From an optimization exercise on the open Yosys and OpenROAD flow, aimed at small area, a short achievable clock period and few clock cycles per item; shortcuts taken in it are not production practice.
At most, simulation tests tie the RTL to the original design; equivalence was not proved.

==> inputs of run X <==
## top
module top ( x0_node0, x1_node0, x2_node0, x3_node0,
x0_node1, x1_node1, x2_node1, x3_node1,
x0_node2, x1_node2, x2_node2, x3_node2,
x0_node3, x1_node3, x2_node3, x3_node3,
w04, w14, w24, w34,
w05, w15, w25, w35,
w06, w16, w26, w36,
w07, w17, w27, w37,
w48, w58, w68, w78,
w49, w59, w69, w79,
out0_node0, out1_node0,
out0_node1, out1_node1,
out0_node2, out1_node2,
out0_node3, out1_node3,
in_ready,
out10_ready_node0, out11_ready_node0,
out10_ready_node1, out11_ready_node1,
out10_ready_node2, out11_ready_node2,
out10_ready_node3, out11_ready_node3,
clk);
input signed [4:0] x0_node0, x1_node0, x2_node0, x3_node0;
input signed [4:0] x0_node1, x1_node1, x2_node1, x3_node1;
input signed [4:0] x0_node2, x1_node2, x2_node2, x3_node2;
input signed [4:0] x0_node3, x1_node3, x2_node3, x3_node3;
input signed [4:0] w04, w14, w24, w34;
input signed [4:0] w05, w15, w25, w35;
input signed [4:0] w06, w16, w26, w36;
input signed [4:0] w07, w17, w27, w37;
input signed [4:0] w48, w58, w68, w78;
input signed [4:0] w49, w59, w69, w79;
input clk;
input in_ready;
  ...
Settings: LEC_CHECK=0, CAP_MARGIN=20, CORE_MARGIN=2, CORE_UTILIZATION=45, PLACE_DENSITY=0.6, SETUP_SLACK_MARGIN=3.5, SLEW_MARGIN=20, SYNTH_HIERARCHICAL=1, SYNTH_MINIMUM_KEEP_SIZE=0, TNS_END_PERCENT=20; clock period 15.0 ns.
standard.sh (not shown) runs the stock make flow with config.mk's settings and CLKGATE_MAP_FILE= SYNTH_SCRIPT=/design/flow/synth_recipe.tcl, a recipe that flattens the netlist after the stock synthesis.
==> flow/flow/run.sh <==
#!/bin/bash
# The standard layout (the standard.sh, standard synthesis unchanged), with the port
# buffers that placement inserts made plain buf_4 cells instead of the default
# delay buffer (clkdlybuf4s50_1). Every port still gets its own buffer.
set -euo pipefail
bash standard.sh 'BUFFER_PORTS_ARGS=-buffer_cell sky130_fd_sc_hd__buf_4' finish > make_finish.log 2>&1
==> inputs of run P, as changes to run X <==
SETUP_SLACK_MARGIN = 4.2   (was 3.5)
TNS_END_PERCENT = not set   (was 20)
==> inputs of run G, as changes to run X <==
CORE_UTILIZATION = 60   (was 45)
PLACE_DENSITY = 0.7   (was 0.6)
TNS_END_PERCENT = not set   (was 20)
==> inputs of run A, as changes to run X <==
GPL_ROUTABILITY_DRIVEN = 0   (was not set)
PLACE_DENSITY = 0.75   (was 0.6)
TNS_END_PERCENT = not set   (was 20)
==> results.txt <==
item                                                                                 run P                    run A                    run G                    run X
Max-Slew Margin vs Limit                                                             35.3%                    22.1%                    26.8%                    27.2%
Setup WS post-layout                                                               4030 ps                  3550 ps                  3580 ps                  3620 ps
First-pass GRT wire length                                                          666 mm                   597 mm                   606 mm                   637 mm
Placeable core region                                                           256000 µm²               256000 µm²               192000 µm²               256000 µm²
Clock buffer instance count of the final layout                                         29                       28                       30                       31
Area share of buffers outside the clock network                                      10.2%                    6.02%                    6.20%                    5.76%
Number of inserted filler cells in the final layout                                  21833                    22107                    14758                    23064
Place WS                                                                           3340 ps                  3400 ps                  3410 ps                  3290 ps
Post-Layout Cell Count                                                               14018                    13629                    12768                    13614
Register fraction of the total cell area                                             5.18%                    5.60%                    5.63%                    5.61%
Global-route met1 utilization                                                        44.8%                    37.9%                    53.9%                    43.6%
Status                                                             complete, no violations  complete, no violations  complete, no violations  complete, no violations
Length of routed met2 wiring                                                        199 mm                   166 mm                   179 mm                   188 mm
Number of placed instances, taps included                                            13289                    13278                    12420                    13294
CTS clk-pin slew, worst paths                                                        90 ps                    70 ps                    60 ps                    80 ps
Fraction of area in clock buffers and inverters                                     0.588%                   0.650%                   0.667%                   0.685%
Worst-path cell with the longest stage delay                                          fa_2                 edfxtp_1                     fa_2                 edfxtp_1
Crit-path max cell delay                                                            650 ps                  1070 ps                   560 ps                  1050 ps
Number of antenna violations at the first check in global routing                       28                       22                       21                       30
Pin count of the biggest net entering global routing                                    86                       87                       98                       86
Final std cell area, no fill                                                    134000 µm²               125000 µm²               124000 µm²               124000 µm²
Met3 track demand over resource                                                      12.4%                    16.1%                    14.4%                    10.7%
Testbench counts of run X, summed over its fixed seeds: cycles 4,800, items 4,800.
Testbench counts of run P, summed over its fixed seeds: cycles 4,800, items 4,800.
Testbench counts of run G, summed over its fixed seeds: cycles 4,800, items 4,800.
Testbench counts of run A, summed over its fixed seeds: cycles 4,800, items 4,800.

========
==> inputs of job 8592 <==
top, a different RTL version from the one above (not shown whole).
// top
module top ( x0_node0, x1_node0, x2_node0, x3_node0,
x0_node1, x1_node1, x2_node1, x3_node1,
x0_node2, x1_node2, x2_node2, x3_node2,
x0_node3, x1_node3, x2_node3, x3_node3,
w04, w14, w24, w34,
w05, w15, w25, w35,
w06, w16, w26, w36,
w07, w17, w27, w37,
w48, w58, w68, w78,
w49, w59, w69, w79,
out0_node0, out1_node0,
out0_node1, out1_node1,
out0_node2, out1_node2,
out0_node3, out1_node3,
in_ready,
out10_ready_node0, out11_ready_node0,
out10_ready_node1, out11_ready_node1,
out10_ready_node2, out11_ready_node2,
out10_ready_node3, out11_ready_node3,
clk);
clock: 15.0 ns
lec_check: 0
cap_margin: 20
core_margin: 2
core_utilization: 45
place_density: 0.6
setup_slack_margin: 3.5
slew_margin: 20
synth_hierarchical: 1
synth_minimum_keep_size: 0
Scripts as last shown in full above: flow/flow/run.sh
==> inputs of job 1937, as changes to job 8592 <==
- SETUP_SLACK_MARGIN: 3.5 -> 3.0
==> results.ini <==
[run_status]
status = timing/DRC/antenna clean

[detailed_routing]
dr_wl_met3_um = 55800

[sta]
relSlewSlack_pct = 22.3
whs_ns = 2.54

[worst_setup_path]
startpoint = h_n2_j1[3]
cp.depth = 20

[final_layout]
drive_above_1_share_pct = 5.47
final_util_pct = 47.2

That was job 1937.
==> results.ini <==
[detailed_routing]
dr.pass1.iters = 8
dr_wl_met3_um = 56700

[final_layout]
final_util_pct = 48.5
drive_above_1_share_pct = 7.63

[yosys]
synth-compound-area-share_pct = 1.65

[run_status]
status = timing/DRC/antenna clean

[flow_run]
max_cap_viol_count = 0

[worst_setup_path]
cp.depth = 22
startpoint = w49_r[2]

[sta]
relSlewSlack_pct = 27.1

[global_route]
antenna_found_initial = 45

That was job 8592.
No run of this note included a check of the RTL's function; only the layout flow was run.

========
==> v19 <==
Another version of the RTL of top (not shown whole).
export LEC_CHECK = 0
export CAP_MARGIN = 20
export CORE_MARGIN = 2
export CORE_UTILIZATION = 60
export PLACE_DENSITY = 0.7
export SETUP_SLACK_MARGIN = 3.5
export SLEW_MARGIN = 20
export SYNTH_HIERARCHICAL = 1
export SYNTH_MINIMUM_KEEP_SIZE = 0
create_clock -name core_clock -period 15.0 [get_ports {clk}]
Scripts as last shown in full above: flow/flow/run.sh
==> inputs of v28, as changes to v19 <==
==> flow/run.sh (new file) <==
#!/bin/bash
# synth_recipe.tcl (not shown) runs the flow's synth.tcl, then flattens the netlist and writes it again
# the make line also repeats each setting of config.mk as NAME=value (left out here)
make -C /OpenROAD-flow-scripts/flow DESIGN_CONFIG=/design/flow/config.mk WORK_HOME=/design/flow/orfs CLKGATE_MAP_FILE= SYNTH_SCRIPT=/design/flow/synth_recipe.tcl finish
CORE_UTILIZATION = 45   (was 60)
PLACE_DENSITY = 0.6   (was 0.7)
SETUP_SLACK_MARGIN = 2.5   (was 3.5)
removed: flow/flow/run.sh
removed: flow/standard.sh
==> results.txt <==
| metric | v28 | v19 |
|---|---|---|
| Ratio of cells with drive above 1 in the final layout | 0.05769 | 0.1326 |
| Antenna cells | 24 | 36 |
| Number of stages on the worst setup path | 20 | 23 |
| Peak per-stage delay on the critical path | 980 ps | 620 ps |
| Well-Tap Cells | 3312 | 2480 |
| Number of antenna violations at the first check in global routing | 37 | 36 |
| Drt total wl | 413800 um | 415400 um |
| Post-CTS Repair Setup Buffers | 110 | 367 |
| Post-detail-place hpwl | 319900 um | 299300 um |
| Met3 routed wirelength | 55410 um | 64840 um |
| Post-Layout Cell Count | 13320 | 12580 |
| Via density per instance | 5.877 | 6.481 |
| Cell area after placement | 116800 um^2 | 114000 um^2 |
| Nets@finish | 14170 | 14240 |
| Post-placement setup slack | 2416 ps | 2940 ps |
| Outcome | finished clean | finished clean |
| Via Count | 78290 | 81510 |
| Critical path buffer and inverter count | 1 | 5 |
| Clock buffer count from CTS | 25 | 29 |
Testbench counts of v19, summed over its fixed seeds: cycles 4,800, items 4,800.
Testbench counts of v28, summed over its fixed seeds: cycles 4,800, items 4,800.

========
==> juniper <==
top again, from the RTL that the note above started with.
clock: 15.0 ns
lec_check: 0
cap_margin: 20
core_margin: 2
core_utilization: 45
place_density: 0.6
setup_slack_margin: 3.5
slew_margin: 20
synth_hierarchical: 1
synth_minimum_keep_size: 0
==> flow/flow/run.sh <==
#!/bin/bash
# The standard layout (the standard.sh, standard synthesis unchanged), with the port
# buffers that placement inserts made plain buf_4 cells instead of the default
# delay buffer (clkdlybuf4s50_1). Every port still gets its own buffer.
set -euo pipefail
bash standard.sh 'BUFFER_PORTS_ARGS=-buffer_cell sky130_fd_sc_hd__buf_4' finish > make_finish.log 2>&1
==> inputs of fjord, as changes to juniper <==
==> flow/run.sh (new file) <==
#!/bin/bash
# synth_recipe.tcl (not shown) runs the flow's synth.tcl, then flattens the netlist and writes it again
# the make line also repeats each setting of config.mk as NAME=value (left out here)
make -C /OpenROAD-flow-scripts/flow DESIGN_CONFIG=/design/flow/config.mk WORK_HOME=/design/flow/orfs CLKGATE_MAP_FILE= SYNTH_SCRIPT=/design/flow/synth_recipe.tcl finish
Settings changed: SETUP_SLACK_MARGIN 3.5 to 0.5.
removed: flow/flow/run.sh
removed: flow/standard.sh
==> inputs of ember, as changes to juniper <==
==> flow/run.sh (new file) <==
#!/bin/bash
# synth_recipe.tcl (not shown) runs the flow's synth.tcl, then flattens the netlist and writes it again
# the make line also repeats each setting of config.mk as NAME=value (left out here)
make -C /OpenROAD-flow-scripts/flow DESIGN_CONFIG=/design/flow/config.mk WORK_HOME=/design/flow/orfs CLKGATE_MAP_FILE= SYNTH_SCRIPT=/design/flow/synth_recipe.tcl finish
Settings changed: SETUP_SLACK_MARGIN 3.5 to 4.
removed: flow/flow/run.sh
removed: flow/standard.sh
==> results.txt <==
|  | ember | juniper | fjord |
|---|---|---|---|
| Hold endpoint | w48_r[3]$_DFFE_PP_ | w68_r[0]$_DFFE_PP_ | w48_r[2]$_DFFE_PP_ |
| Met1 WL | 159000 um | 156000 um | 149000 um |
| Status | finished clean | finished clean | finished clean |
| Slew Limit Headroom | 29.7% | 24.9% | 18.4% |
| Vias in the first global route | 94600 | 90700 | 88700 |
| Worst Slack Setup Final | 3.58 ns | 3.53 ns | 1.75 ns |
| Max stage delay on crit path | 0.51 ns | 0.66 ns | 0.92 ns |
| DP HPWL | 320000 um | 320000 um | 320000 um |
| Maximum fanout along the worst path | 11 | 17 | 34 |
| Via count of the routed design | 84300 | 80100 | 76600 |
| Post-layout util | 55.1% | 50.7% | 47.7% |
| Worst Min Path Start | in_ready | w68[0] | in_ready |
| Routed wl met3 | 74400 um | 64400 um | 56000 um |
| Cell count along the critical path | 25 | 22 | 21 |
| Detailed-route vias per instance | 6.05 | 5.97 | 5.89 |
| Total of fill cells in the finished design | 20500 | 21700 | 22300 |
| Routability congestion estimate | 0.999 | 0.989 | 0.999 |
| Routed length per instance | 34.5 um | 33.0 um | 31.6 um |
| Pre-CTS setup slack | 2.42 ns | 2.89 ns | 2.42 ns |
| Critical path data arrival time | 8.42 ns | 8.47 ns | 10.25 ns |
Testbench counts of juniper, summed over its fixed seeds: cycles 4,800, items 4,800.
Testbench counts of fjord, summed over its fixed seeds: cycles 4,800, items 4,800.
Testbench counts of ember, summed over its fixed seeds: cycles 4,800, items 4,800.

==> re-timing with driven ports <==
The results above use ideal ports. As a check the final layouts listed here were re-extracted and re-timed, cells and wires unchanged.
Step 1 (the two cells are an assumption about what drives the block):
set clk [get_ports {clk}]
set_driving_cell -lib_cell sky130_fd_sc_hd__clkbuf_16 $clk
set_driving_cell -lib_cell sky130_fd_sc_hd__buf_2 [delete_from_list [all_inputs] $clk]
Step 2 times the ports against the registers' clock, not the clock port: input delays grow and output delays shrink by t, the midpoint of the rising clock arrivals with the driver on.
Slacks: ideal ports / drivers / drivers and shift; pairs: ideal ports / drivers.
run	t, ns	setup WS [ns]	worst hold slack (ns)
run X	0.724	3.619 / 3.526 / 3.140	2.527 / 2.465 / 3.189
run P	0.721	4.027 / 3.933 / 3.611	2.523 / 2.463 / 3.184
run G	0.692	3.582 / 3.493 / 3.286	2.548 / 2.486 / 3.178
run A	0.726	3.546 / 3.452 / 3.138	2.531 / 2.468 / 3.193
job 8592	0.696	3.674 / 3.590 / 3.115	2.542 / 2.490 / 3.186
job 1937	0.690	3.154 / 3.077 / 3.125	2.539 / 2.492 / 3.181
v19	0.703	3.507 / 3.431 / 2.988	2.531 / 2.485 / 3.188
v28	0.696	2.671 / 2.585 / 2.343	2.897 / 2.849 / 3.546
juniper	0.718	3.528 / 3.453 / 3.082	2.518 / 2.474 / 3.192
fjord	0.697	1.746 / 1.661 / 2.358	2.908 / 2.861 / 3.558
ember	0.702	3.575 / 3.489 / 3.420	2.898 / 2.850 / 3.553
After both steps setup and hold are still met in every run listed. For job 8592, which loses most, drivers alone change the setup slack by -0.084 ns; drivers and shift together by -0.559 ns.
